This design comes from an exercise in tuning for small area on the open sky130 flow, not from production work. The RTL was checked by simulation tests, not by an equivalence proof against the original design. The clock port is modelled as an ideal driver; clocking choices that lean on that would not hold on a real chip. Power figures rest on the tool's default switching activity, not on a simulated workload.

**config.mk**
```make
export PLATFORM = sky130hd
export DESIGN_NAME = fault_fsm
export DESIGN_NICKNAME = fault_fsm
export VERILOG_FILES = /design/flow/design.v
export SDC_FILE = /design/flow/constraint.sdc
export NUM_CORES = 4
export LEC_CHECK = 0
export CAP_MARGIN = 20
export CORE_MARGIN = 2
export CORE_UTILIZATION = 40
export PLACE_DENSITY = 0.6
export SLEW_MARGIN = 20
```
**constraint.sdc**
```tcl
create_clock -name core_clock -period 10.0 [get_ports {clk}]
set_input_delay 2.0000 -clock core_clock [delete_from_list [all_inputs] [get_ports {clk}]]
set_output_delay 2.0000 -clock core_clock [all_outputs]
set_load 0.01 [all_outputs]
```
**design.v**
```verilog
module fault_fsm (
    input  logic        clk,
    input  logic        rst_n,
    input  logic [47:0] cell_voltage_packed,
    input  logic [11:0] current_raw,
    input  logic [11:0] temp_raw,
    input  logic        mask_voltage,
    input  logic        mask_current,
    input  logic        mask_temp,
    input  logic        manual_reset,
    output logic [1:0]  state_o,
    output logic        fault_latched_o,
    output logic [1:0]  active_fault_code_o,
    output logic [15:0] fault_count_o,
    output logic [15:0] warning_count_o,
    output logic [15:0] last_fault_cycle_o
);
    localparam logic [1:0] S_NORMAL   = 2'd0;
    localparam logic [1:0] S_WARNING  = 2'd1;
    localparam logic [1:0] S_FAULT    = 2'd2;
    localparam logic [1:0] S_SHUTDOWN = 2'd3;
    function automatic logic [3:0] cnt_next(input logic c, input logic [3:0] s);
        cnt_next[0] = (~s[3] & c) | (~s[1] & c);
        cnt_next[1] = (s[2] & c) | (s[1] & s[3] & c);
        cnt_next[2] = (~s[0] & c);
        cnt_next[3] = (~s[2] & c) | (~s[1] & c);
    endfunction
    function automatic logic cnt_at8(input logic [3:0] s);
        cnt_at8 = ~s[1] & ~s[2] & s[3];
    endfunction
    function automatic logic [3:0] deb_next(input logic c, input logic [3:0] s);
        deb_next[0] = (~s[1] & ~s[2] & c) | (s[0] & s[1] & c);
        deb_next[1] = (~s[0] & c) | (~s[3] & c) | (~s[1] & ~s[2] & c);
        deb_next[2] = (~s[1] & c) | (s[2] & s[3] & c);
        deb_next[3] = (s[0] & c) | (~s[0] & s[1] & ~s[2]);
    endfunction
    function automatic logic deb_flag(input logic [3:0] s);
        deb_flag = ~s[0] & ~s[2] & s[3];
    endfunction
    function automatic logic [15:0] incr16(input logic [15:0] q, input logic inc);
        logic t;
        t = inc;
        for (int i = 0; i < 16; i++) begin
            incr16[i] = q[i] ^ t;
            t = t & q[i];
        end
    endfunction
    logic [3:0] cell_low;
    always_comb
        for (int k = 0; k < 4; k++)
            cell_low[k] = cell_voltage_packed[12*k +: 12] < 12'd330;
    wire curr_high = current_raw > 12'd150;
    wire temp_high = temp_raw > 12'd60;
    logic [3:0] cell_cnt [4];
    logic [3:0] curr_s, temp_s;
    logic       cell_any_q;    
    logic       any_cell_deb;  
    wire curr_deb = deb_flag(curr_s);
    wire temp_deb = deb_flag(temp_s);
    logic [1:0] state;
    logic [5:0] persist;
    logic [1:0] code_q;
    logic [15:0] fault_cnt, warn_cnt, last_fault, cycle_cnt;
    logic [1:0] cur_code;
    always_comb begin
        if (temp_deb && !mask_temp)             cur_code = 2'd3;
        else if (curr_deb && !mask_current)     cur_code = 2'd2;
        else if (any_cell_deb && !mask_voltage) cur_code = 2'd1;
        else                                    cur_code = 2'd0;
    end
    wire code_nz    = cur_code != 2'd0;
    wire persist_z  = persist == 6'd0;
    wire persist_hi = persist[5] & persist[4] & persist[1];  
    wire in_n = state == S_NORMAL;
    wire in_w = state == S_WARNING;
    wire in_f = state == S_FAULT;
    wire enter_f = in_w & code_nz & persist_hi;
    wire enter_s = in_f & ~manual_reset & (cur_code == 2'd3);
    wire enter_w = in_n & code_nz;
    wire enter_any = enter_f | enter_s;
    logic [1:0] state_nxt;
    always_comb begin
        state_nxt = state;
        case (state)
            S_NORMAL:   if (code_nz) state_nxt = S_WARNING;
            S_WARNING:  if (!code_nz && persist_z) state_nxt = S_NORMAL;
                        else if (code_nz && persist_hi) state_nxt = S_FAULT;
            S_FAULT:    if (manual_reset) state_nxt = S_NORMAL;
                        else if (cur_code == 2'd3) state_nxt = S_SHUTDOWN;
            S_SHUTDOWN: if (manual_reset) state_nxt = S_NORMAL;
        endcase
    end
    logic [5:0] persist_nxt;
    always_comb begin
        if (manual_reset || !in_w) persist_nxt = 6'd0;
        else if (code_nz)          persist_nxt = persist + 6'd1;
        else if (persist_z)        persist_nxt = 6'd0;
        else                       persist_nxt = persist - 6'd1;
    end
    always_ff @(posedge clk or negedge rst_n) begin
        if (!rst_n) begin
            for (int k = 0; k < 4; k++) cell_cnt[k] <= 4'd0;
            curr_s <= 4'd0;
            temp_s <= 4'd0;
            cell_any_q <= 1'b0;
            any_cell_deb <= 1'b0;
            state <= S_NORMAL;
            persist <= 6'd0;
            code_q <= 2'd0;
            fault_cnt <= 16'd0;
            warn_cnt <= 16'd0;
            last_fault <= 16'd0;
            cycle_cnt <= 16'd0;
        end else begin
            for (int k = 0; k < 4; k++) cell_cnt[k] <= cnt_next(cell_low[k], cell_cnt[k]);
            curr_s <= deb_next(curr_high, curr_s);
            temp_s <= deb_next(temp_high, temp_s);
            cell_any_q <= cnt_at8(cell_cnt[0]) | cnt_at8(cell_cnt[1]) |
                          cnt_at8(cell_cnt[2]) | cnt_at8(cell_cnt[3]);
            any_cell_deb <= cell_any_q;
            state <= state_nxt;
            persist <= persist_nxt;
            if (manual_reset)  code_q <= 2'd0;
            else if (enter_f)  code_q <= cur_code;
            else if (enter_s)  code_q <= 2'd3;
            cycle_cnt <= incr16(cycle_cnt, 1'b1);
            fault_cnt <= incr16(fault_cnt, enter_any);
            warn_cnt  <= incr16(warn_cnt, enter_w);
            if (enter_any) last_fault <= cycle_cnt;
        end
    end
    assign state_o             = state;
    assign fault_latched_o     = code_q != 2'd0;
    assign active_fault_code_o = code_q;
    assign fault_count_o       = fault_cnt;
    assign warning_count_o     = warn_cnt;
    assign last_fault_cycle_o  = last_fault;
endmodule
```
**flow/run.sh**
```bash
#!/bin/bash
# Standard synthesis and layout, with small port buffers and a lighter clock tree.
set -euo pipefail
cd "$(dirname "$0")/.."
# one buffer on every input and output port, as the standard flow does, but the smallest one
export BUFFER_PORTS_ARGS="-buffer_cell sky130_fd_sc_hd__buf_1"
# clock tree from small clock buffers, without dummy balancing loads
export CTS_ARGS="-sink_clustering_enable -repair_clock_nets -buf_list {sky130_fd_sc_hd__clkbuf_8 sky130_fd_sc_hd__clkbuf_4} -dont_use_dummy_load"
bash standard.sh synth > synth.log 2>&1
bash standard.sh finish > layout.log 2>&1
```
**standard.sh**
```bash
#!/bin/bash
# synth_recipe.tcl (not shown) runs the flow's synth.tcl, then flattens the netlist and writes it again
# the make line also repeats each setting of config.mk as NAME=value (left out here)
make -C /OpenROAD-flow-scripts/flow DESIGN_CONFIG=/design/flow/config.mk WORK_HOME=/design/flow/orfs CLKGATE_MAP_FILE= SYNTH_SCRIPT=/design/flow/synth_recipe.tcl "${@:-finish}"
```
==> results of run 1 <==
==> final cells by class <==
cell class                 count  area, um2  area share
inverter                       8       30.0     0.00607
sequential                   100       2500       0.506
tap                          136        170      0.0344
timing repair buffer         128        492      0.0993
multi-input combinational    193       1630       0.330
clock buffer                   9        124      0.0250
==> per-layer routing <==
metal | vias to the layer above | global-route usage | part of all wire
met1 | 1419 | 0.177 | 0.44
met4 | 0 | 0.0584 | 0.012
met3 | 6 | 0.0319 | 0.063
met2 | 101 | 0.231 | 0.49
met5 | - | 0 | 0
li1 | 1392 | - | -
==> registers in the layout (all words and copies together), names as in the netlist <==
signal        cells
warn_cnt         16
state             2
persist           6
cell_any_q        1
temp_s            4
any_cell_deb      1
curr_s            4
fault_cnt        16
last_fault       16
code_q            2
cycle_cnt        16
cell_cnt         16
==> kinds of logic after synthesis <==
family,Yosys count,share of synthesized area
adders and majority gates,46,0.137
DFF,100,0.595
AOI/OAI and AO/OA,57,0.0984
buffers and inverters,13,0.0175
and+or+nand+nor,66,0.0850
muxes,19,0.0571
xor gates and xnor gates,5,0.0104
==> where the power goes <==
part | total [mW] | switching, mW | internal (mW)
Clock | 0.198 | 0.117 | 0.0810
Combinational | 0.165 | 0.0872 | 0.0773
Sequential | 0.481 | 0.0390 | 0.442
==> worst max path at each step <==
stage / end / startpoint
CTS: fault_cnt[15] / mask_voltage
global route: fault_cnt[15] / mask_voltage
finish: fault_cnt[15] / mask_voltage
detailed placement: fault_cnt[15] / mask_voltage
floorplan: fault_cnt[15] / mask_current
global placement: fault_cnt[15] / mask_voltage
==> worst reg2reg max path: cells and delay by family (launching register included) <==
kind / cells / cell delay [ns]
flops: 1 / 0.39
xor+xnor: 1 / 0.16
simple gates: 2 / 0.66
buf+inv: 1 / 0.25
fa+ha+maj: 15 / 2.72
compound gates: 1 / 0.10
==> metrics by stage <==
step           total power, mW  worst slack (ns)   util
2_1_floorplan            0.605              4.33      -
3_3_place_gp             0.648              3.99  0.470
3_5_place_dp             0.655              3.92  0.470
4_1_cts                  0.857              4.32  0.482
5_1_grt                  0.904              4.14  0.482
6_report                 0.844              4.34  0.482
==> cell usage in the layout (no fill, tap or decap), types with 2 or more instances in the layout <==
master,Yosys,routed
a211oi_1,10,10
a21boi_0,4,4
a21o_1,3,3
a21oi_1,12,12
a22oi_1,2,2
a311oi_1,4,4
a31o_2,4,4
a31oi_1,4,4
buf_1,0,125
buf_4,0,2
clkbuf_8,0,9
dfrtp_1,100,100
ha_1,46,46
inv_1,8,8
mux2_2,8,8
mux2_4,8,8
mux2i_1,3,3
nand2_1,8,8
nand2b_1,3,3
nand3_1,5,5
nand4_1,3,3
nor2_1,14,14
nor2b_1,2,2
nor3_1,13,13
o21a_1,4,4
o21ai_0,6,6
or2_2,4,4
or3_1,6,6
or4_1,2,2
xnor2_1,2,2
xor2_1,3,3
==> run notes, run 1 <==
layout cell share with drive strength beyond 1=0.0913; Worst Tran Pin Value=0.769 ns; post-placement cell count=565; post-CTS setup repair buffer count=0; DR pass1 iterations=4; fmax=177 MHz; final wirelength=7380 um; CTS-repair resized insts=0; CP max-delay cell=and3_4; worst stage delay on the critical path=0.34 ns; fillers=974; post-synth top area cell=dfrtp_1; Avg Cell Area, Syn=13.8 um2; FF-to-FF End=fault_cnt[15]; die area=11400 um2; sequential area share after synthesis=0.595; GRT Total Usage=0.140; final net count=564; Worst Setup Start Kind=input pin; Vias/cell=5.08; Clock transition at path regs=0.10 ns; Routability Congestion=0.763; fin crit share=0.566; top cells by area, synth=dfrtp_1 (59%), ha_1 (14%), mux2_4 (2.9%); placed cell areas=4830 um2; first-pass GRT wire length=12600 um; WS Path Type=input pin to flip-flop; CP dominant cell by count=ha_1; Worst setup EP type=flip-flop; setup TNS=0 ns; list of most frequent post-synthesis cells=dfrtp_1 (100), ha_1 (46), nor2_1 (14), nor3_1 (13), a21oi_1 (12); min-delay worst type=flip-flop to flip-flop; clk buf depth=2; relative slew slack=0.487; Req. time, crit path=10.24 ns; global route overflow=0; outcome=timing/DRC/antenna clean; synthesis-to-layout area growth=17.6%; ANT cells=0; DP HPWL=5480 um; fin cells=574; Reg-to-Reg Start=curr_s[3]; Post-synth EDFFs=0; Starting Density=0.409; clock sinks=100; Primary FF master, synth=dfrtp_1; Min-Delay Path Depth=0; root buf cell=clkbuf_8; Critical Path Stages=21; minimum clock period=5.66 ns; Cell Chain, Critical Path=buf_1 -> nand2b_1 -> and3_4 -> o32ai_4 -> buf_4 -> ha_1 -> ha_1 -> ha_1 -> ha_1 -> ha_1 -> ha_1 -> ha_1 -> ha_1 -> ha_1 -> ha_1 -> ha_1 -> ha_1 -> ha_1 -> ha_1 -> ha_1 -> xor2_1; cell with the most instances after synthesis=dfrtp_1; CTS tree=done; r2r setup slk=5.64 ns; hold path start=cell_any_q; post-synth cell types=42; post-route cell area=4950 um2; vias in the first global route=2833; RSZ-0062 raised after global routing=no; site row count=37; H-tree depth=3; final hold viol count=0; Max Cap Viol=0; maximum vdd ir drop=0.0735 mV; DR iter-0 viols=62; flop and latch count out of synthesis=100; Synth Warn #=2; Final ANT Viol Nets=0; Boundary Pins=131; Post-CTS Hold Buffers=0; Worst Hold End=any_cell_deb; initial antenna violation count=0; Setup-failing EPs final=0; Slew Limit Fails=0; synthesized net count=430; largest net degree at the start of global routing=64; port bufs=126; Fin Hold WS=0.338 ns; Skew-Pair Late Insertion Delay=0.35 ns; Synth async-reset ratio=1.00; Register-to-Register Path Depth=20; wire per inst=12.9 um; Yosys top cell area share=0.595; largest fanout on the critical path=18; Pleak=2.46 nW; Gate Count Post-Synth=306; vias=2918; clk_skew=0.0329 ns; # DRC=0; mapped cell area=4210 um2; Die Y=107 um; Power Density=170 nW/um2; CORE AREA=10300 um2; TritonCTS Buffers=9; arrival time worst endpoint=5.91 ns; buffers plus inverters on the worst setup path=2; Worst path top cell family by delay=adder cells; die width=107 um
==> inputs of run 2 (changes only) <==
--- a/design.v
+++ b/design.v
@@ -16,8 +16,4 @@
     output logic [15:0] last_fault_cycle_o
 );
-    localparam logic [1:0] S_NORMAL   = 2'd0;
-    localparam logic [1:0] S_WARNING  = 2'd1;
-    localparam logic [1:0] S_FAULT    = 2'd2;
-    localparam logic [1:0] S_SHUTDOWN = 2'd3;
     function automatic logic [3:0] cnt_next(input logic c, input logic [3:0] s);
         cnt_next[0] = (~s[3] & c) | (~s[1] & c);
@@ -58,7 +54,5 @@
     wire curr_deb = deb_flag(curr_s);
     wire temp_deb = deb_flag(temp_s);
-    logic [1:0] state;
-    logic [5:0] persist;
-    logic [1:0] code_q;
+    logic [5:0] fsm;
     logic [15:0] fault_cnt, warn_cnt, last_fault, cycle_cnt;
     logic [1:0] cur_code;
@@ -69,32 +63,28 @@
         else                                    cur_code = 2'd0;
     end
-    wire code_nz    = cur_code != 2'd0;
-    wire persist_z  = persist == 6'd0;
-    wire persist_hi = persist[5] & persist[4] & persist[1];  
-    wire in_n = state == S_NORMAL;
-    wire in_w = state == S_WARNING;
-    wire in_f = state == S_FAULT;
-    wire enter_f = in_w & code_nz & persist_hi;
+    wire code_nz = cur_code != 2'd0;
+    wire in_fs   = fsm[5] & fsm[4] & fsm[3];          
+    wire in_f    = in_fs & fsm[2];
+    wire at_n    = fsm == 6'd0;                       
+    wire at_top  = fsm[5] & fsm[4] & fsm[1] & fsm[0];  
+    wire enter_f = ~in_fs & code_nz & at_top;
     wire enter_s = in_f & ~manual_reset & (cur_code == 2'd3);
-    wire enter_w = in_n & code_nz;
+    wire enter_w = at_n & code_nz;
     wire enter_any = enter_f | enter_s;
-    logic [1:0] state_nxt;
+    logic [5:0] fsm_nxt;
     always_comb begin
-        state_nxt = state;
-        case (state)
-            S_NORMAL:   if (code_nz) state_nxt = S_WARNING;
-            S_WARNING:  if (!code_nz && persist_z) state_nxt = S_NORMAL;
-                        else if (code_nz && persist_hi) state_nxt = S_FAULT;
-            S_FAULT:    if (manual_reset) state_nxt = S_NORMAL;
-                        else if (cur_code == 2'd3) state_nxt = S_SHUTDOWN;
-            S_SHUTDOWN: if (manual_reset) state_nxt = S_NORMAL;
-        endcase
-    end
-    logic [5:0] persist_nxt;
-    always_comb begin
-        if (manual_reset || !in_w) persist_nxt = 6'd0;
-        else if (code_nz)          persist_nxt = persist + 6'd1;
-        else if (persist_z)        persist_nxt = 6'd0;
-        else                       persist_nxt = persist - 6'd1;
+        if (in_fs) begin
+            if (manual_reset)  fsm_nxt = 6'd0;
+            else if (enter_s)  fsm_nxt = 6'd59;
+            else               fsm_nxt = fsm;
+        end else if (enter_f) begin
+            fsm_nxt = manual_reset ? 6'd60 : {4'b1111, cur_code};
+        end else if (manual_reset) begin
+            fsm_nxt = (code_nz || (!at_n && fsm != 6'd1)) ? 6'd1 : 6'd0;
+        end else if (code_nz) begin
+            fsm_nxt = fsm + 6'd1;
+        end else begin
+            fsm_nxt = at_n ? 6'd0 : fsm - 6'd1;
+        end
     end
     always_ff @(posedge clk or negedge rst_n) begin
@@ -105,7 +95,5 @@
             cell_any_q <= 1'b0;
             any_cell_deb <= 1'b0;
-            state <= S_NORMAL;
-            persist <= 6'd0;
-            code_q <= 2'd0;
+            fsm <= 6'd0;
             fault_cnt <= 16'd0;
             warn_cnt <= 16'd0;
@@ -119,9 +107,5 @@
                           cnt_at8(cell_cnt[2]) | cnt_at8(cell_cnt[3]);
             any_cell_deb <= cell_any_q;
-            state <= state_nxt;
-            persist <= persist_nxt;
-            if (manual_reset)  code_q <= 2'd0;
-            else if (enter_f)  code_q <= cur_code;
-            else if (enter_s)  code_q <= 2'd3;
+            fsm <= fsm_nxt;
             cycle_cnt <= incr16(cycle_cnt, 1'b1);
             fault_cnt <= incr16(fault_cnt, enter_any);
@@ -130,7 +114,7 @@
         end
     end
-    assign state_o             = state;
-    assign fault_latched_o     = code_q != 2'd0;
-    assign active_fault_code_o = code_q;
+    assign state_o             = in_fs ? {1'b1, ~fsm[2]} : {1'b0, ~at_n};
+    assign active_fault_code_o = in_fs ? fsm[1:0] : 2'd0;
+    assign fault_latched_o     = in_fs & (fsm[1] | fsm[0]);
     assign fault_count_o       = fault_cnt;
     assign warning_count_o     = warn_cnt;
==> flow/run.sh (replaced) <==
#!/bin/bash
# Standard synthesis steps with an area-oriented ABC mapping script, then the standard
# layout with the smallest port buffers and a lighter clock tree.
set -euo pipefail
cd "$(dirname "$0")/.."
# ORFS's scripts, with the ABC script that synthesis uses replaced by flow/abc_area.script
rm -rf scripts_area
cp -r "$FLOW_HOME/scripts" scripts_area
cp flow/abc_area.script scripts_area/abc_speed.script
export SCRIPTS_DIR="$PWD/scripts_area"
# one buffer on every input and output port, as the standard flow does, but the smallest one
export BUFFER_PORTS_ARGS="-buffer_cell sky130_fd_sc_hd__buf_1"
# clock tree without dummy balancing loads
export CTS_ARGS="-sink_clustering_enable -repair_clock_nets -buf_list {sky130_fd_sc_hd__clkbuf_8 sky130_fd_sc_hd__clkbuf_4} -dont_use_dummy_load"
bash standard.sh synth > synth.log 2>&1
bash standard.sh finish > layout.log 2>&1
==> flow/abc_area.script (new file) <==
strash
&get -n
&deepsyn -T 60
&put
dch -f
map -a
topo
==> run notes, run 2 <==
outcome=timing/DRC/antenna clean; commonest non-fill, non-tap cell in the layout=buf_1; global route overflow=0; vias in the first global route=3054; minimum clock period=6.10 ns; Pleak=2.47 nW; CP max-delay cell=nand2_1; NetSw=0.269 mW; final hold viol count=0; buffers plus inverters on the worst setup path=2; DR iter-0 viols=122; largest fanout on the critical path=20; Avg Cell Area, Syn=11.1 um2; Clock transition at path regs=0.08 ns; Req. time, crit path=10.24 ns; fin crit share=0.610; synthesis-to-layout area growth=19.4%; Worst Setup Start Kind=input pin; Sw Share=0.315; post-placement cell count=618; Boundary Pins=131; clk buf depth=2; post-synth cell types=22; mux share of post-synthesis cell area=0; mapped cell area=3980 um2; RSZ-0062 raised after global routing=no; ANT cells=0; WS Path Type=input pin to flip-flop; hold path start=cell_any_q; crit path launch=mask_temp; Gate Count Post-Synth=358; Synth async-reset ratio=1.00; Max Cap Viol=0; commonest non-fill, non-tap cells in the layout=buf_1 (125), dfrtp_1 (96), nand2_1 (68); fillers=943; initial antenna violation count=0; port bufs=126; synthesized net count=483; main combinational cell family by area after synthesis=adder cells; post-synth top area cell=dfrtp_1; Worst setup EP type=flip-flop; Pint=0.585 mW; Power Density=179 nW/um2; Final Worst Setup Slack=3.90 ns; Vias/cell=4.81; worst stage delay on the critical path=0.43 ns; die width=104 um; clock group share of total power=0.228; TritonCTS Buffers=9; CTS-repair resized insts=0; Post-Synth Adder-Cell Area=0.148; total chip power=0.854 mW; # DRC=0; Logic pwr share=0.232; cell with the most instances after synthesis=dfrtp_1; die area=10800 um2; sequential area share after synthesis=0.603; simple logic cell fraction of the synthesized area=0.129; worst slack at placement=3.47 ns; Synth Warn #=2; maximum vdd ir drop=0.0819 mV; vias=3015; setup TNS=0 ns; GRT Total Usage=0.149; Starting Density=0.409; final net count=621; largest net degree at the start of global routing=69; Skew-Pair Late Insertion Delay=0.36 ns; sequential power share=0.541; first-pass GRT wire length=13100 um; Slew Limit Fails=0; relative slew slack=0.444; CTS tree=done; layout cell share with drive strength beyond 1=0.0304; fin cells=627; Post-CTS Hold Buffers=0; list of most frequent post-synthesis cells=dfrtp_1 (96), nand2_1 (68), ha_1 (47), nor2_1 (35), clkinv_1 (27); Cell Chain, Critical Path=buf_1 -> nor4_1 -> clkinv_1 -> nand2_1 -> a21oi_1 -> nor2_1 -> nand2_1 -> nand2_1 -> ha_1 -> ha_1 -> ha_1 -> ha_1 -> ha_1 -> ha_1 -> ha_1 -> ha_1 -> ha_1 -> ha_1 -> ha_1 -> ha_1 -> ha_1 -> ha_1 -> ha_1 -> xor2_1; Die Y=104 um; Final ANT Viol Nets=0; Reg-to-Reg Start=temp_s[3]; flop and latch count out of synthesis=96; CP dominant cell by count=ha_1; Worst path top cell family by delay=adder cells; CORE AREA=9730 um2; Worst Tran Pin Value=0.834 ns; DP HPWL=5630 um; Primary FF master, synth=dfrtp_1; Routability Congestion=0.836; final core occ=0.489; compound-gate portion of the synthesized area=0.0820; wire per inst=11.8 um; top cells by area, synth=dfrtp_1 (60%), ha_1 (15%), nand2_1 (6.4%); Setup-failing EPs final=0; min-delay worst type=flip-flop to flip-flop; clock sinks=96; final wirelength=7420 um; site row count=36; Yosys top cell area share=0.603; root buf cell=clkbuf_8; fmax=164 MHz; DR pass1 iterations=5; H-tree depth=3; arrival time worst endpoint=6.35 ns; Synth Area in XOR/XNOR=0.0110; Post-synth EDFFs=0; clk_skew=0.0227 ns; post-CTS setup repair buffer count=0
## run 2: cell count changes after synthesis, moves of 5 or more
cell / delta
inv_1: -8
a211oi_1: -10
nand2_1: +60
or3_1: -6
clkinv_1: +27
a21oi_1: +8
nor2_1: +21
mux2_4: -8
nor4_1: +5
mux2_2: -8
o21ai_0: +8
## run 2: power groups by stage
stage	clock network (mW)	registers [mW]	logic [mW]
detailed placement	0	0.469	0.197
floorplan	0	0.469	0.131
global placement	0	0.468	0.191
global route	0.222	0.468	0.225
CTS	0.205	0.462	0.197
finish	0.194	0.462	0.198
## run 2: layer usage
layer  global-route usage  up-vias  part of all wire
li1                     -     1484                 -
met1                0.173     1432              0.43
met2                0.262       89              0.51
met3               0.0403       10             0.051
met4               0.0598        0             0.014
met5                    0        -                 0
## run 2: stage by stage
stage	cell area, um2	hold slack [ns]
6_report	4760	0.376
5_1_grt	4760	0.389
4_1_cts	4760	0.377
3_5_place_dp	4630	0.354
3_3_place_gp	4630	0.347
2_1_floorplan	3980	0.331
## run 2: area by class of cell
class                      count  area (um2)  share of cell area
multi-input combinational    234        1470               0.309
clock buffer                   9         124              0.0260
tap                          133         166              0.0350
sequential                    96        2400               0.505
timing repair buffer         128         492               0.103
inverter                      27         101              0.0213
## run 2: cell families (layout without fill, tap and decap cells)
group / Yosys count / after routing
flip-flops: 96 / 96
adder cells (fa/ha/maj): 47 / 47
buffers and inverters: 28 / 164
XOR/XNOR: 5 / 5
AO/OA/AOI/OAI: 56 / 56
AND/OR/NAND/NOR: 126 / 126
## run 2: worst paths after layout
kind	endpoint	slack [ns]	cells past startpoint
worst max-delay path	fault_cnt[15]	3.90	24
worst min-delay path	any_cell_deb	0.38	0
worst max register to register	fault_cnt[15]	5.21	24
worst min register to register	any_cell_deb	0.38	0
max in group asynchronous	fault_cnt[4]	7.24	2
min in group asynchronous	curr_s[1]	1.59	1
==> inputs of run 3 (changes only) <==
--- a/design.v
+++ b/design.v
@@ -72,19 +72,25 @@
     wire enter_w = at_n & code_nz;
     wire enter_any = enter_f | enter_s;
+    wire up = code_nz;
+    wire dn = ~code_nz & ~at_n;
+    logic [5:0] all1, all0, tog;
+    always_comb begin
+        all1[0] = 1'b1; all0[0] = 1'b1;
+        for (int i = 1; i < 6; i++) begin
+            all1[i] = all1[i-1] & fsm[i-1];
+            all0[i] = all0[i-1] & ~fsm[i-1];
+        end
+        for (int i = 0; i < 6; i++) tog[i] = (up & all1[i]) | (dn & all0[i]);
+    end
     logic [5:0] fsm_nxt;
     always_comb begin
-        if (in_fs) begin
-            if (manual_reset)  fsm_nxt = 6'd0;
-            else if (enter_s)  fsm_nxt = 6'd59;
-            else               fsm_nxt = fsm;
-        end else if (enter_f) begin
-            fsm_nxt = manual_reset ? 6'd60 : {4'b1111, cur_code};
-        end else if (manual_reset) begin
-            fsm_nxt = (code_nz || (!at_n && fsm != 6'd1)) ? 6'd1 : 6'd0;
-        end else if (code_nz) begin
-            fsm_nxt = fsm + 6'd1;
-        end else begin
-            fsm_nxt = at_n ? 6'd0 : fsm - 6'd1;
-        end
+        if (in_fs)
+            fsm_nxt = manual_reset ? 6'd0 : (enter_s ? 6'd59 : fsm);
+        else if (enter_f)
+            fsm_nxt = {4'b1111, manual_reset ? 2'd0 : cur_code};
+        else if (manual_reset)
+            fsm_nxt = {5'd0, code_nz | (|fsm[5:1])};
+        else
+            fsm_nxt = fsm ^ tog;
     end
     always_ff @(posedge clk or negedge rst_n) begin
==> run notes, run 3 <==
NetSw=0.234 mW; final wirelength=6970 um; layout cell share with drive strength beyond 1=0.0294; Reg area=2400 um2; Primary FF master, synth=dfrtp_1; Req. time, crit path=10.28 ns; CP dominant cell by count=ha_1; Avg Cell Area, Syn=11.4 um2; vias in the first global route=2608; RSZ-0062 raised after global routing=no; minimum clock period=6.55 ns; commonest non-fill, non-tap cells in the layout=buf_1 (125), dfrtp_1 (96), nand2_1 (65); DR iter-0 viols=35; root buf cell=clkbuf_8; Die Y=102 um; initial antenna violation count=0; final hold viol count=0; cell with the most instances after synthesis=dfrtp_1; final net count=601; fin crit share=0.655; sequential power share=0.567; wire per inst=11.5 um; largest net degree at the start of global routing=78; DR pass1 iterations=5; flop and latch count out of synthesis=96; Clock transition at path regs=0.09 ns; maximum vdd ir drop=0.0658 mV; vias=2784; CP max-delay cell=nor4_1; CTS-repair resized insts=0; setup TNS=0 ns; relative slew slack=0.374; fillers=917; GRT Total Usage=0.138; synthesis-to-layout area growth=19.9%; site row count=35; Worst setup EP type=flip-flop; post-synth top area cell=dfrtp_1; clk_skew=0.0293 ns; TritonCTS Buffers=9; Boundary Pins=131; global route overflow=0; Vias/cell=4.59; Yosys top cell area share=0.621; buffers plus inverters on the worst setup path=7; H-tree depth=3; clock sinks=96; clock group share of total power=0.242; Synth Warn #=2; mapped cell area=3870 um2; port bufs=126; ANT cells=0; min-delay worst type=flip-flop to flip-flop; top cells by area, synth=dfrtp_1 (62%), ha_1 (14%), nand2_1 (6.3%); die area=10500 um2; Skew-Pair Late Insertion Delay=0.35 ns; WS Path Type=input pin to flip-flop; Pleak=2.41 nW; post-CTS setup repair buffer count=0; Starting Density=0.415; clk buf depth=2; worst stage delay on the critical path=0.58 ns; post-synth cell types=22; Sw Share=0.294; Max Cap Viol=0; Logic pwr share=0.191; area of the multi-input gates=1360 um2; Post-synth EDFFs=0; Post-CTS Hold Buffers=0; die width=102 um; worst slack at placement=3.11 ns; arrival time worst endpoint=6.83 ns; first-pass GRT wire length=11300 um; Gate Count Post-Synth=341; sequential area share after synthesis=0.621; outcome=timing/DRC/antenna clean; Setup-failing EPs final=0; Pint=0.562 mW; synthesized net count=463; DP HPWL=5360 um; r2r setup slk=4.77 ns; Routability Congestion=0.806; CTS tree=done; Power Density=171 nW/um2; # DRC=0; CORE AREA=9330 um2; Slew Limit Fails=0; Final Worst Setup Slack=3.45 ns; list of most frequent post-synthesis cells=dfrtp_1 (96), nand2_1 (65), ha_1 (44), nor2_1 (32), clkinv_1 (26); Worst Setup Start Kind=input pin; fmax=153 MHz; Worst path top cell family by delay=adder cells; Worst Tran Pin Value=0.939 ns; Synth async-reset ratio=1.00; Final ANT Viol Nets=0; commonest non-fill, non-tap cell in the layout=buf_1; largest fanout on the critical path=19
-- run 3: cell type report --
| class | instances | share of cell area |
|---|---|---|
| inverter | 26 | 0.0210 |
| timing repair buffer | 128 | 0.106 |
| clock buffer | 9 | 0.0267 |
| multi-input combinational | 218 | 0.294 |
| sequential | 96 | 0.518 |
| tap | 129 | 0.0348 |
-- run 3: worst paths after layout --
| path | cells after the start | end | startpoint |
|---|---|---|---|
| worst max-delay path | 31 | fault_cnt[15] | mask_temp |
| worst min-delay path | 0 | any_cell_deb | cell_any_q |
| worst max register to register | 30 | fault_cnt[15] | temp_s[2] |
| worst min register to register | 0 | any_cell_deb | cell_any_q |
| max in group asynchronous | 2 | fsm[3] | rst_n |
| min in group asynchronous | 1 | fault_cnt[9] | rst_n |
-- run 3: layer usage --
metal,up-vias,global-route usage,routed length [um]
li1,1416,-,-
met1,1281,0.170,3040
met2,79,0.241,3490
met3,8,0.0253,336
met4,0,0.0523,100
met5,-,0,0
-- run 3: metrics by stage --
stage / hold slack, ns / cells / total power, mW / util / area, um2
6_report: 0.352 / 606 / 0.796 / 0.498 / 4640
5_1_grt: 0.361 / 606 / 0.853 / 0.498 / 4640
4_1_cts: 0.354 / 606 / 0.809 / 0.498 / 4640
3_5_place_dp: 0.335 / 597 / 0.613 / 0.484 / 4520
3_3_place_gp: 0.338 / 597 / 0.606 / 0.484 / 4520
2_1_floorplan: 0.331 / 341 / 0.557 / - / 3870
-- run 3: logic make-up after synthesis --
family          after synthesis  synth area share
simple gates                118             0.124
buf+inv                      27            0.0271
xor+xnor                      4           0.00905
compound gates               52            0.0769
fa+ha+maj                    44             0.142
flops                        96             0.621
-- run 3: worst register-to-register path: cells and delay by family, from the launching register on --
kind / cells / cell delay (ns)
simple gates: 7 / 1.56
buf+inv: 6 / 0.82
fa+ha+maj: 15 / 2.11
compound gates: 1 / 0.11
flops: 1 / 0.41
xor+xnor: 1 / 0.13
-- run 3: power groups by stage --
stage,sequential [mW],clock (mW),combinational (mW)
after detailed placement,0.459,0,0.154
after global placement,0.458,0,0.148
after global routing,0.457,0.216,0.179
after CTS,0.452,0.203,0.154
final,0.451,0.192,0.152
after floorplan,0.458,0,0.0992
==> inputs of run 4 (changes only) <==
==> flow/abc_area.script (replaced) <==
strash
&get -n
&deepsyn -T 60
&put
dch -f
amap
topo
==> run notes, run 4 <==
outcome=timing/DRC/antenna clean; Logic pwr share=0.173; sequential power share=0.580; DR pass1 iterations=4; Die Y=102 um; minimum clock period=6.18 ns; initial antenna violation count=0; post-synth top area cell=dfrtp_1; global route overflow=0; met2 WL=3300 um; commonest non-fill, non-tap cells in the layout=buf_1 (125), dfrtp_1 (96), ha_1 (44); synthesis-to-layout area growth=20.2%; Yosys top cell area share=0.627; post-synth cell types=32; largest net degree at the start of global routing=87; fmax=162 MHz; Setup-failing EPs final=0; Req. time, crit path=10.29 ns; Final ANT Viol Nets=0; Power Density=169 nW/um2; commonest non-fill, non-tap cell in the layout=buf_1; fin crit share=0.618; final net count=555; NetSw=0.215 mW; final core occ=0.496; Fin Hold WS=0.352 ns; H-tree depth=3; WS Path Type=input pin to flip-flop; largest fanout on the critical path=19; Clock transition at path regs=0.10 ns; layout cell share with drive strength beyond 1=0.0278; Boundary Pins=131; post-CTS setup repair buffer count=0; cell with the most instances after synthesis=dfrtp_1; vias=2667; post-route cell area=4610 um2; Avg Cell Area, Syn=13.0 um2; Synth async-reset ratio=1.00; Pleak=2.30 nW; clock group share of total power=0.247; Sw Share=0.277; top sig layer=met4; top cells by area, synth=dfrtp_1 (63%), ha_1 (14%), o22a_1 (3.4%); flop and latch count out of synthesis=96; placed cell areas=4480 um2; Worst setup EP type=flip-flop; root buf cell=clkbuf_8; M1 WL=2890 um; maximum vdd ir drop=0.0806 mV; list of most frequent post-synthesis cells=dfrtp_1 (96), ha_1 (44), nor2_1 (29), a21oi_1 (20), clkinv_1 (19); clk buf depth=2; die width=102 um; Skew-Pair Late Insertion Delay=0.35 ns; die area=10400 um2; arrival time worst endpoint=6.47 ns; sequential area share after synthesis=0.627; DR WL met3=313 um; CTS-repair resized insts=0; RSZ-0062 raised after global routing=no; total chip power=0.777 mW; TritonCTS Buffers=9; Gate Count Post-Synth=295; Post-synth EDFFs=0; Slew Limit Fails=0; min-delay worst type=flip-flop to flip-flop; site row count=35; Primary FF master, synth=dfrtp_1; first-pass GRT wire length=10800 um; Post-CTS Hold Buffers=0; synthesized net count=417; Starting Density=0.413; Routability Congestion=0.807; # DRC=0; Worst Tran Pin Value=0.741 ns; ANT cells=0; mapped cell area=3830 um2; Synth Warn #=2; relative slew slack=0.506; final wirelength=6620 um; DR iter-0 viols=35; vias in the first global route=2438; Max Cap Viol=0; final hold viol count=0; setup TNS=0 ns; clk_skew=0.0318 ns; Vias/cell=4.76; port bufs=126; CORE AREA=9280 um2; Worst Setup Start Kind=input pin; GRT Total Usage=0.134; clock sinks=96; Pint=0.562 mW; CTS tree=done; wire per inst=11.8 um; DP HPWL=5030 um
[run 4: area by class of cell]
cell class | count | area, um2
clock buffers | 9 | 124
fillers | 844 | 4680
inverters | 19 | 71.3
multi-input cells | 179 | 1350
flip-flops and latches | 96 | 2400
well taps | 129 | 161
repair buffers | 128 | 495
[run 4: path summary, 6_finish.rpt]
| path | startpoint | endpoint | slack, ns | cells past startpoint |
|---|---|---|---|---|
| setup / recovery | mask_temp | fault_cnt[15] | 3.82 | 28 |
| hold / removal | cell_any_q | any_cell_deb | 0.35 | 0 |
| setup reg to reg | temp_s[2] | fault_cnt[15] | 5.08 | 27 |
| hold reg to reg | cell_any_q | any_cell_deb | 0.35 | 0 |
| max in group asynchronous | rst_n | fsm[2] | 7.53 | 2 |
| min in group asynchronous | rst_n | fault_cnt[0] | 1.49 | 1 |
[run 4: metrics by stage]
| stage | std cells | setup slack (ns) |
|---|---|---|
| global placement | 551 | 3.48 |
| detailed placement | 551 | 3.39 |
| floorplan | 295 | 3.64 |
| global route | 560 | 3.28 |
| CTS | 560 | 3.78 |
| finish | 560 | 3.82 |
[run 4: routing by layer]
metal / vias up / track usage
met5: - / 0
met4: 0 / 0.0646
li1: 1333 / -
met2: 75 / 0.221
met3: 9 / 0.0274
met1: 1250 / 0.169
[run 4: power groups by stage]
stage	logic (mW)	registers, mW	clock network (mW)
after floorplan	0.0868	0.457	0
after global placement	0.131	0.456	0
after detailed placement	0.136	0.459	0
after CTS	0.137	0.451	0.203
after global routing	0.158	0.456	0.218
final	0.134	0.451	0.192
[run 4: critical path, cell delays in order]
cell and delay [ns]:
buf_1 0.07, nor4b_1 0.58, nor2_1 0.14, o21ai_0 0.22, clkinv_1 0.16, nor2_1 0.15, nand2_1 0.09, nor3_1 0.25
a31oi_1 0.16, nor2_1 0.16, buf_4 0.25, ha_1 0.19, ha_1 0.14, ha_1 0.13, ha_1 0.14, ha_1 0.13
ha_1 0.14, ha_1 0.13, ha_1 0.13, ha_1 0.14, ha_1 0.14, ha_1 0.13, ha_1 0.14, ha_1 0.13
ha_1 0.13, ha_1 0.15, nor2_1 0.05, a21oi_1 0.10
[run 4: cells by family after synthesis]
| logic type | share of synthesized area |
|---|---|
| AND/OR/NAND/NOR | 0.0784 |
| AO/OA/AOI/OAI | 0.131 |
| buffers and inverters | 0.0206 |
| adder cells (fa/ha/maj) | 0.144 |
| flip-flops | 0.627 |
==> inputs of run 5 (changes only) <==
--- a/flow/run.sh
+++ b/flow/run.sh
@@ -11,6 +11,8 @@
 # one buffer on every input and output port, as the standard flow does, but the smallest one
 export BUFFER_PORTS_ARGS="-buffer_cell sky130_fd_sc_hd__buf_1"
-# clock tree without dummy balancing loads
-export CTS_ARGS="-sink_clustering_enable -repair_clock_nets -buf_list {sky130_fd_sc_hd__clkbuf_8 sky130_fd_sc_hd__clkbuf_4} -dont_use_dummy_load"
+# clock tree of small clock buffers without dummy balancing loads; flow/post_cts.tcl then
+# upsizes the buffers whose flip-flops would see a slow clock edge
+export CTS_ARGS="-sink_clustering_enable -repair_clock_nets -buf_list {sky130_fd_sc_hd__clkbuf_4} -dont_use_dummy_load"
+export POST_CTS_TCL="$PWD/flow/post_cts.tcl"
 bash standard.sh synth > synth.log 2>&1
 bash standard.sh finish > layout.log 2>&1
==> flow/post_cts.tcl (new file) <==
# After clock tree synthesis with small clock buffers: upsize each clock buffer whose
# flip-flop loads see a slow clock edge (placement-estimated slew above the limit), then legalize.
set limit 0.115
estimate_parasitics -placement
set changed 0
foreach inst [get_cells clkbuf_*] {
  if {[get_property $inst ref_name] ne "sky130_fd_sc_hd__clkbuf_4"} { continue }
  set worst 0
  foreach pin [get_pins -of_objects $inst -filter "direction==output"] {
    foreach load [get_pins -of_objects [get_nets -of_objects $pin] -filter "direction==input"] {
      if {[get_property $load lib_pin_name] ne "CLK"} { continue }
      set s [get_property $load slew_max]
      if {$s > $worst} { set worst $s }
    }
  }
  if {$worst > $limit} {
    puts "post_cts: [get_full_name $inst] worst load slew $worst, upsizing"
    replace_cell $inst sky130_fd_sc_hd__clkbuf_8
    incr changed
  }
}
puts "post_cts: upsized $changed clock buffers"
if {$changed > 0} {
  estimate_parasitics -placement
  detailed_placement
  check_placement -verbose
}
--- a/config.mk
+++ b/config.mk
@@ -8,5 +8,5 @@
 export CAP_MARGIN = 20
 export CORE_MARGIN = 2
-export CORE_UTILIZATION = 40
-export PLACE_DENSITY = 0.6
+export CORE_UTILIZATION = 70
+export PLACE_DENSITY = 0.85
 export SLEW_MARGIN = 20
==> run notes, run 5 <==
Power Density=171 nW/um2; clock group share of total power=0.228; minimum clock period=6.30 ns; crit path launch=mask_temp; Die Y=78.0 um; initial antenna violation count=0; r2r setup slk=4.83 ns; GRT Total Usage=0.291; buffers plus inverters on the worst setup path=3; Routability Congestion=0.845; CORE AREA=5200 um2; Sw Share=0.295; final net count=555; cell with the most instances after synthesis=dfrtp_1; outcome=timing/DRC/antenna clean; Register-to-Register Path Depth=27; clk_skew=0.0293 ns; final hold viol count=0; Gate Count Post-Synth=295; sequential power share=0.587; Worst setup EP type=flip-flop; worst stage delay on the critical path=0.48 ns; Yosys top cell area share=0.627; total chip power=0.771 mW; post-synth top area cell=dfrtp_1; NetSw=0.227 mW; Req. time, crit path=10.35 ns; Max Cap Viol=0; die width=78.0 um; DR pass1 iterations=4; arrival time worst endpoint=6.65 ns; crit path to=fault_cnt[15]; fillers=271; layout cell share with drive strength beyond 1=0.0278; Final ANT Viol Nets=0; Primary FF master, synth=dfrtp_1; synthesis-to-layout area growth=17.5%; Vias/cell=5.63; Clock transition at path regs=0.09 ns; CP dominant cell by count=ha_1; Worst Tran Pin Value=0.765 ns; first-pass GRT wire length=13500 um; Reg-to-Reg Start=temp_s[2]; # DRC=0; setup TNS=0 ns; final wirelength=8230 um; CTS tree=done; Pleak=2.29 nW; synthesized net count=417; Skew-Pair Late Insertion Delay=0.45 ns; die area=6080 um2; commonest non-fill, non-tap cell in the layout=buf_1; CP max-delay cell=nor4b_1; fin crit share=0.630; largest net degree at the start of global routing=60; fmax=159 MHz; Boundary Pins=131; flop and latch count out of synthesis=96; DR iter-0 viols=125; Pint=0.544 mW; clock sinks=96; FF-to-FF End=fault_cnt[15]; RSZ-0062 raised after global routing=no; Avg Cell Area, Syn=13.0 um2; Synth Warn #=2; min-delay worst type=flip-flop to flip-flop; commonest non-fill, non-tap cells in the layout=buf_1 (125), dfrtp_1 (96), ha_1 (44); Critical Path Stages=28; Starting Density=0.736; Min-Delay Path Depth=0; Post-synth EDFFs=0; Worst Setup Start Kind=input pin; ANT cells=0; Synth async-reset ratio=1.00; top cells by area, synth=dfrtp_1 (63%), ha_1 (14%), o22a_1 (3.4%); worst slack at placement=3.36 ns; DP HPWL=6210 um; mapped cell area=3830 um2; port bufs=126; Final Worst Setup Slack=3.70 ns; wire per inst=16.4 um; list of most frequent post-synthesis cells=dfrtp_1 (96), ha_1 (44), nor2_1 (29), a21oi_1 (20), clkinv_1 (19); sequential area share after synthesis=0.627; WS Path Type=input pin to flip-flop; vias in the first global route=2971; post-synth cell types=32; vias=2820; Worst path top cell family by delay=adder cells; relative slew slack=0.485; site row count=26; global route overflow=0; largest fanout on the critical path=19; maximum vdd ir drop=0.107 mV; Slew Limit Fails=0; Setup-failing EPs final=0; Logic pwr share=0.185
==> run 5: cell type report <==
cell class                 count  area, um2  share of cell area
sequential                    96       2400               0.533
multi-input combinational    179       1350               0.300
timing repair buffer         128        492               0.109
clock buffer                   9       98.8              0.0220
tap                           70       87.6              0.0194
inverter                      19       71.3              0.0158
==> run 5: power groups by stage <==
stage               Combinational [mW]  Clock (mW)  Sequential (mW)
floorplan                       0.0868           0            0.457
global placement                 0.128           0            0.456
detailed placement               0.141           0            0.461
global route                     0.162       0.190            0.458
finish                           0.142       0.176            0.453
==> run 5: per-stage QoR <==
| stage | instance area [um2] | instances | util | hold slack [ns] |
|---|---|---|---|---|
| after floorplan | 3830 | 295 | - | 0.331 |
| after global placement | 4400 | 492 | 0.846 | 0.334 |
| after detailed placement | 4400 | 492 | 0.846 | 0.335 |
| after global routing | 4500 | 501 | 0.865 | 0.378 |
| final | 4500 | 501 | 0.865 | 0.357 |
==> run 5: metal layers <==
| layer | track usage | part of all wire |
|---|---|---|
| met5 | 0 | 0 |
| met4 | 0.137 | 0.029 |
| met3 | 0.0570 | 0.050 |
| met2 | 0.531 | 0.55 |
| met1 | 0.326 | 0.37 |
==> run 5: worst min path at each step <==
| stage | from | endpoint |
|---|---|---|
| after global placement | cell_any_q | any_cell_deb |
| after global routing | cell_any_q | any_cell_deb |
| final | cell_any_q | any_cell_deb |
| after detailed placement | cell_any_q | any_cell_deb |
| after floorplan | cell_any_q | any_cell_deb |
==> run 5: worst reg2reg max path, cell delays in order (launching register included) <==
cell and delay [ns]:
dfrtp_1 0.42, nor4b_1 0.55, nor2_1 0.13, o21ai_0 0.23
clkinv_1 0.18, nor2_1 0.18, nand2_1 0.10, nor3_1 0.29
a31oi_1 0.17, nor2_1 0.17, buf_4 0.27, ha_1 0.21
ha_1 0.15, ha_1 0.15, ha_1 0.15, ha_1 0.14
ha_1 0.14, ha_1 0.14, ha_1 0.15, ha_1 0.15
ha_1 0.15, ha_1 0.14, ha_1 0.14, ha_1 0.13
ha_1 0.13, ha_1 0.15, nor2_1 0.05, a21oi_1 0.11
==> run 5: cell families (layout without fill, tap and decap cells) <==
kind of cell,after synthesis,in the layout,share of synthesized area
flops,96,96,0.627
simple gates,63,63,0.0784
fa+ha+maj,44,44,0.144
buf+inv,20,156,0.0206
compound gates,72,72,0.131
==> inputs of run 6 (changes only) <==
--- a/config.mk
+++ b/config.mk
@@ -8,5 +8,6 @@
 export CAP_MARGIN = 20
 export CORE_MARGIN = 2
-export CORE_UTILIZATION = 70
-export PLACE_DENSITY = 0.85
+export CORE_UTILIZATION = 60
+export GPL_TIMING_DRIVEN = 0
+export PLACE_DENSITY = 0.75
 export SLEW_MARGIN = 20
==> run notes, run 6 <==
Worst setup EP type=flip-flop; DR iter-0 viols=103; Worst path top cell family by delay=adder cells; arrival time worst endpoint=6.84 ns; mapped cell area=3830 um2; RSZ-0062 raised after global routing=no; buffers plus inverters on the worst setup path=2; final core occ=0.726; Register-to-Register Path Depth=26; Synth async-reset ratio=1.00; fin cells=510; GRT Total Usage=0.193; maximum vdd ir drop=0.0974 mV; largest net degree at the start of global routing=31; wire per inst=12.6 um; # DRC=0; fin crit share=0.652; Pleak=2.31 nW; worst stage delay on the critical path=0.69 ns; CP dominant cell by count=ha_1; fillers=453; Req. time, crit path=10.32 ns; DR pass1 iterations=4; crit path launch=mask_temp; commonest non-fill, non-tap cell in the layout=buf_1; Setup-failing EPs final=0; Worst Setup Start Kind=input pin; min-delay worst type=flip-flop to flip-flop; Fin Hold WS=0.351 ns; commonest non-fill, non-tap cells in the layout=buf_1 (125), dfrtp_1 (96), ha_1 (44); Die Y=83.9 um; Routability Congestion=0.777; placed cell areas=4470 um2; die width=83.9 um; WS Path Type=input pin to flip-flop; site row count=29; Reg-to-Reg Start=temp_s[2]; CORE AREA=6280 um2; fmax=153 MHz; Skew-Pair Late Insertion Delay=0.42 ns; list of most frequent post-synthesis cells=dfrtp_1 (96), ha_1 (44), nor2_1 (29), a21oi_1 (20), clkinv_1 (19); Slew Limit Fails=0; Avg Cell Area, Syn=13.0 um2; Starting Density=0.611; Primary FF master, synth=dfrtp_1; r2r setup slk=4.70 ns; total chip power=0.752 mW; flop and latch count out of synthesis=96; Max Cap Viol=0; final wirelength=6400 um; vias=2702; post-route cell area=4560 um2; Boundary Pins=131; Yosys top cell area share=0.627; cell with the most instances after synthesis=dfrtp_1; Vias/cell=5.30; largest fanout on the critical path=19; clk_skew=0.0320 ns; Gate Count Post-Synth=295; synthesized net count=417; CP max-delay cell=nor2_2; final net count=557; vias in the first global route=2634; die area=7040 um2; Final ANT Viol Nets=0; Final Worst Setup Slack=3.48 ns; first-pass GRT wire length=10800 um; ANT cells=0; top cells by area, synth=dfrtp_1 (63%), ha_1 (14%), o22a_1 (3.4%); DP HPWL=5040 um; global route overflow=0; Clock transition at path regs=0.09 ns; Synth Warn #=2; sequential area share after synthesis=0.627; port bufs=126; Post-synth EDFFs=0; post-synth top area cell=dfrtp_1; relative slew slack=0.463; final hold viol count=0; FF-to-FF End=fault_cnt[15]; post-placement cell count=501; Power Density=165 nW/um2; outcome=timing/DRC/antenna clean; clock sinks=96; CTS tree=done; post-synth cell types=32; layout cell share with drive strength beyond 1=0.0346; worst slack at placement=3.06 ns; Worst Tran Pin Value=0.805 ns; Critical Path Stages=27; synthesis-to-layout area growth=18.9%; initial antenna violation count=0; minimum clock period=6.52 ns; setup TNS=0 ns; crit path to=fault_cnt[15]
==> run 6: cell counts after synthesis <==
No cell type changed its count.
==> run 6: layout make-up <==
cell class / count / area, um2 / share of cell area
Inverter: 19 / 71.3 / 0.0156
Multi-Input combinational cell: 179 / 1350 / 0.297
Timing Repair Buffer: 129 / 534 / 0.117
Clock buffer: 9 / 92.6 / 0.0203
Sequential cell: 96 / 2400 / 0.527
Tap cell: 77 / 96.3 / 0.0211
Buffer: 1 / 7.51 / 0.00165
==> run 6: where the power goes <==
group | switching [mW] | internal [mW] | leakage (nW)
clock network | 0.107 | 0.0591 | 0.0518
registers | 0.0272 | 0.423 | 1.29
logic | 0.0766 | 0.0598 | 0.968
==> run 6: routing by layer <==
layer,track usage,up-vias,share of wire
li1,-,1338,-
met1,0.234,1269,0.44
met2,0.330,87,0.49
met3,0.0406,8,0.056
met4,0.0909,0,0.014
met5,0,-,0
==> run 6: cell families after synthesis <==
group | share of synthesized area
AO/OA/AOI/OAI | 0.131
adder cells (fa/ha/maj) | 0.144
buffers and inverters | 0.0206
flip-flops | 0.627
AND/OR/NAND/NOR | 0.0784
==> run 6: worst min-delay path by stage <==
stage / to / slack [ns] / startpoint / cells after the start
2_1_floorplan: any_cell_deb / 0.33 / cell_any_q / 0
3_3_place_gp: any_cell_deb / 0.33 / cell_any_q / 0
3_5_place_dp: any_cell_deb / 0.33 / cell_any_q / 0
5_1_grt: any_cell_deb / 0.36 / cell_any_q / 0
6_report: any_cell_deb / 0.35 / cell_any_q / 0
==> inputs of run 7 (changes only) <==
--- a/config.mk
+++ b/config.mk
@@ -9,5 +9,4 @@
 export CORE_MARGIN = 2
 export CORE_UTILIZATION = 60
-export GPL_TIMING_DRIVEN = 0
 export PLACE_DENSITY = 0.75
 export SLEW_MARGIN = 20
==> run notes, run 7 <==
Clock transition at path regs=0.09 ns; vias in the first global route=2639; die width=83.9 um; CP max-delay cell=nor4b_1; setup TNS=0 ns; Final Worst Setup Slack=3.83 ns; minimum clock period=6.17 ns; outcome=timing/DRC/antenna clean; ANT cells=0; Starting Density=0.611; Reg area=2400 um2; # DRC=0; Max Cap Viol=0; port bufs=126; Synth async-reset ratio=1.00; first-pass GRT wire length=11000 um; Synth Warn #=2; RSZ-0062 raised after global routing=no; synthesis-to-layout area growth=17.6%; Yosys top cell area share=0.627; synthesized net count=417; clk_skew=0.0294 ns; commonest non-fill, non-tap cells in the layout=buf_1 (125), dfrtp_1 (96), ha_1 (44); Worst Setup Start Kind=input pin; mapped cell area=3830 um2; worst stage delay on the critical path=0.45 ns; clock group share of total power=0.223; wire per inst=12.8 um; DR pass1 iterations=4; Worst Tran Pin Value=0.700 ns; commonest non-fill, non-tap cell in the layout=buf_1; Worst path top cell family by delay=adder cells; Primary FF master, synth=dfrtp_1; Final ANT Viol Nets=0; clock sinks=96; Slew Limit Fails=0; post-route cell area=4510 um2; largest net degree at the start of global routing=59; Power Density=167 nW/um2; area of the multi-input gates=1350 um2; Post-synth EDFFs=0; maximum vdd ir drop=0.120 mV; relative slew slack=0.529; Gate Count Post-Synth=295; GRT Total Usage=0.196; Req. time, crit path=10.34 ns; Vias/cell=5.35; Die Y=83.9 um; CTS tree=done; Worst setup EP type=flip-flop; die area=7040 um2; arrival time worst endpoint=6.50 ns; Pint=0.540 mW; NetSw=0.213 mW; total chip power=0.753 mW; worst slack at placement=3.48 ns; global route overflow=0; Setup-failing EPs final=0; Avg Cell Area, Syn=13.0 um2; fillers=494; layout cell share with drive strength beyond 1=0.0278; top cells by area, synth=dfrtp_1 (63%), ha_1 (14%), o22a_1 (3.4%); final wirelength=6510 um; DP HPWL=4990 um; Sw Share=0.283; flop and latch count out of synthesis=96; vias=2719; list of most frequent post-synthesis cells=dfrtp_1 (96), ha_1 (44), nor2_1 (29), a21oi_1 (20), clkinv_1 (19); post-synth cell types=32; fin crit share=0.617; post-synth top area cell=dfrtp_1; WS Path Type=input pin to flip-flop; largest fanout on the critical path=19; sequential power share=0.599; Boundary Pins=131; fmax=162 MHz; buffers plus inverters on the worst setup path=3; final net count=555; Skew-Pair Late Insertion Delay=0.42 ns; CORE AREA=6280 um2; initial antenna violation count=0; Logic pwr share=0.179; DR iter-0 viols=83; site row count=29; cell with the most instances after synthesis=dfrtp_1; CP dominant cell by count=ha_1; Routability Congestion=0.810; min-delay worst type=flip-flop to flip-flop; placed cell areas=4410 um2; sequential area share after synthesis=0.627; Pleak=2.29 nW; final hold viol count=0
[run 7: through the flow]
stage                     utilization  std cells  hold slack [ns]
after global placement          0.703        499            0.333
after global routing            0.718        508            0.357
after detailed placement        0.703        499            0.336
after floorplan                     -        295            0.331
final                           0.718        508            0.351
[run 7: final cells by class]
type	count	share of cell area
Sequential cell	96	0.533
Multi-Input combinational cell	179	0.300
Timing Repair Buffer	128	0.109
Tap cell	77	0.0214
Clock buffer	9	0.0205
Inverter	19	0.0158
[run 7: layer usage]
layer  up-vias  wire [um]  track usage
li1       1329          -            -
met1      1292       2820        0.240
met2        86       3220        0.340
met3        12        354       0.0366
met4         0        127       0.0850
met5         -          0            0
[run 7: final timing paths]
path,end,depth (start not counted),slack [ns],start
min in group asynchronous,warn_cnt[0],1,1.57,rst_n
max in group asynchronous,cell_any_q,2,7.32,rst_n
max,fault_cnt[15],28,3.83,mask_temp
min,any_cell_deb,0,0.35,cell_any_q
min reg2reg,any_cell_deb,0,0.35,cell_any_q
max reg2reg,fault_cnt[15],27,5.03,curr_s[2]
[run 7: cells by family (layout without fill, tap and decap cells)]
| kind of cell | after synthesis | after routing | synth area share |
|---|---|---|---|
| AND/OR/NAND/NOR | 63 | 63 | 0.0784 |
| adder cells (fa/ha/maj) | 44 | 44 | 0.144 |
| flip-flops | 96 | 96 | 0.627 |
| AO/OA/AOI/OAI | 72 | 72 | 0.131 |
| buffers and inverters | 20 | 156 | 0.0206 |
[run 7: power by group through the flow]
stage | clock network [mW] | logic, mW | registers (mW)
after floorplan | 0 | 0.0868 | 0.457
after global placement | 0 | 0.129 | 0.456
after detailed placement | 0 | 0.135 | 0.458
after global routing | 0.187 | 0.154 | 0.456
final | 0.168 | 0.135 | 0.450
==> inputs of run 8 (changes only) <==
--- a/config.mk
+++ b/config.mk
@@ -6,7 +6,7 @@
 export NUM_CORES = 4
 export LEC_CHECK = 0
-export CAP_MARGIN = 20
+export CAP_MARGIN = 0
 export CORE_MARGIN = 2
 export CORE_UTILIZATION = 60
 export PLACE_DENSITY = 0.75
-export SLEW_MARGIN = 20
+export SLEW_MARGIN = 0
==> run notes, run 8 <==
CP dominant cell by count=ha_1; synthesis-to-layout area growth=17.6%; met1 Use GR=0.240; Max Cap Viol=0; outcome=timing/DRC/antenna clean; hold path start=cell_any_q; wire per inst=12.8 um; Worst path top cell family by delay=adder cells; DR iter-0 viols=83; Primary FF master, synth=dfrtp_1; post-synth cell types=32; Worst Tran Pin Value=0.700 ns; clock sinks=96; FF-to-FF End=fault_cnt[15]; DR pass1 iterations=4; min-delay worst type=flip-flop to flip-flop; first-pass GRT wire length=11000 um; synthesized net count=417; DP HPWL=4990 um; Synth async-reset ratio=1.00; port bufs=126; Reg-to-Reg Start=curr_s[2]; largest fanout on the critical path=19; sequential area share after synthesis=0.627; RSZ-0062 raised after global routing=no; final net count=555; most used routing layer=met2; met3 usage=0.0366; Worst Hold End=any_cell_deb; die width=83.9 um; CORE AREA=6280 um2; Routability Congestion=0.810; buffers plus inverters on the worst setup path=3; fin crit share=0.617; post-synth top area cell=dfrtp_1; site row count=29; CTS tree=done; Skew-Pair Late Insertion Delay=0.42 ns; Synth Warn #=2; # DRC=0; Setup-failing EPs final=0; Gate Count Post-Synth=295; ANT cells=0; largest net degree at the start of global routing=59; CP max-delay cell=nor4b_1; clk_skew=0.0294 ns; Final Worst Setup Slack=3.83 ns; GRT Total Usage=0.196; r2r setup slk=5.03 ns; final hold viol count=0; maximum vdd ir drop=0.120 mV; Die Y=83.9 um; Final ANT Viol Nets=0; flop and latch count out of synthesis=96; vias=2719; Fin Hold WS=0.351 ns; initial antenna violation count=0; cell with the most instances after synthesis=dfrtp_1; commonest non-fill, non-tap cell in the layout=buf_1; Avg Cell Area, Syn=13.0 um2; fmax=162 MHz; worst slack at placement=3.48 ns; Power Density=167 nW/um2; WS Path Type=input pin to flip-flop; Yosys top cell area share=0.627; mapped cell area=3830 um2; arrival time worst endpoint=6.50 ns; Starting Density=0.611; list of most frequent post-synthesis cells=dfrtp_1 (96), ha_1 (44), nor2_1 (29), a21oi_1 (20), clkinv_1 (19); Vias/cell=5.35; Post-synth EDFFs=0; final wirelength=6510 um; Clock transition at path regs=0.09 ns; worst stage delay on the critical path=0.45 ns; Boundary Pins=131; Slew Limit Fails=0; top cells by area, synth=dfrtp_1 (63%), ha_1 (14%), o22a_1 (3.4%); Pleak=2.29 nW; relative slew slack=0.529; Req. time, crit path=10.34 ns; Register-to-Register Path Depth=27; Worst setup EP type=flip-flop; met2 Resource Use GR=0.340; setup TNS=0 ns; Min-Delay Path Depth=0; layout cell share with drive strength beyond 1=0.0278; die area=7040 um2; global route overflow=0; commonest non-fill, non-tap cells in the layout=buf_1 (125), dfrtp_1 (96), ha_1 (44); vias in the first global route=2639; Worst Setup Start Kind=input pin; minimum clock period=6.17 ns
## run 8: layout make-up
class | count | area (um2)
Clock buffer | 9 | 92.6
Tap cell | 77 | 96.3
Fill cell | 494 | 1770
Timing Repair Buffer | 128 | 492
Multi-Input combinational cell | 179 | 1350
Inverter | 19 | 71.3
Sequential cell | 96 | 2400
## run 8: per-stage QoR
stage	area (um2)	util	instances	total power [mW]
6_report	4510	0.718	508	0.753
3_5_place_dp	4410	0.703	499	0.593
3_3_place_gp	4410	0.703	499	0.586
2_1_floorplan	3830	-	295	0.544
5_1_grt	4510	0.718	508	0.797
## run 8: power breakdown
part | switching [mW] | leakage (nW) | internal [mW] | total, mW
Sequential | 0.0274 | 1.29 | 0.423 | 0.450
Combinational | 0.0768 | 0.945 | 0.0577 | 0.135
Clock | 0.109 | 0.0518 | 0.0590 | 0.168
Total | 0.213 | 2.29 | 0.540 | 0.753
## run 8: routing by layer
layer | vias to the layer above | routed length (um)
met2 | 86 | 3220
met3 | 12 | 354
met5 | - | 0
met4 | 0 | 127
li1 | 1329 | -
met1 | 1292 | 2820
## run 8: worst register-to-register path, stage by stage, from the launching register on
cell,delay (ns)
dfrtp_1,0.42
nor4b_1,0.50
nor2_1,0.10
o21ai_0,0.23
clkinv_1,0.21
nor2_1,0.19
nand2_1,0.09
nor3_1,0.26
a31oi_1,0.16
nor2_1,0.15
buf_4,0.26
ha_1,0.21
ha_1,0.15
ha_1,0.14
ha_1,0.15
ha_1,0.14
ha_1,0.14
ha_1,0.14
ha_1,0.14
ha_1,0.13
ha_1,0.14
ha_1,0.14
ha_1,0.13
ha_1,0.14
ha_1,0.13
ha_1,0.15
nor2_1,0.05
a21oi_1,0.10
## run 8: worst max-delay path by stage
stage / from / cells after the start / slack [ns] / to
3_5_place_dp: mask_temp / 28 / 3.48 / fault_cnt[15]
2_1_floorplan: mask_temp / 26 / 3.64 / fault_cnt[15]
5_1_grt: mask_temp / 28 / 3.32 / fault_cnt[15]
3_3_place_gp: mask_temp / 28 / 3.64 / fault_cnt[15]
6_report: mask_temp / 28 / 3.83 / fault_cnt[15]
## run 8: kinds of logic (layout without fill, tap and decap cells)
family / Yosys count / count (layout) / synth area share
simple gates: 63 / 63 / 0.0784
fa+ha+maj: 44 / 44 / 0.144
flops: 96 / 96 / 0.627
buf+inv: 20 / 156 / 0.0206
compound gates: 72 / 72 / 0.131

## static timing again, ports no longer ideal
No port has a modelled driver above. Below, the same layouts with a new extraction and two added sets of constraints.
Step 1: set_driving_cell puts a clkbuf_16 on clk and a buf_2 on each other input, an assumption about the parent block.
Step 2 times the ports against the registers' clock, not the clock port: input delays grow and output delays shrink by t, the midpoint of the rising clock arrivals with the driver on.
Slacks: ideal ports / drivers / drivers and shift; pairs: ideal ports / drivers.
run	shift t [ns]	setup slack, ns	worst slew at a driven data input, ns
run 1	0.370	4.335 / 4.345 / 3.974	0.04
run 2	0.377	3.898 / 3.907 / 3.531	0.03
run 3	0.360	3.449 / 3.452 / 3.091	0.03
run 4	0.367	3.819 / 3.826 / 3.459	0.03
run 5	0.463	3.697 / 3.701 / 3.239	0.05
run 6	0.428	3.482 / 3.489 / 3.061	0.03
run 7	0.434	3.834 / 3.841 / 3.407	0.03
run 8	0.434	3.834 / 3.841 / 3.407	0.03
After both steps setup and hold are still met in every run listed. The setup slack of run 5, which loses most, moves by +0.004 ns with the drivers and by -0.458 ns with both steps.
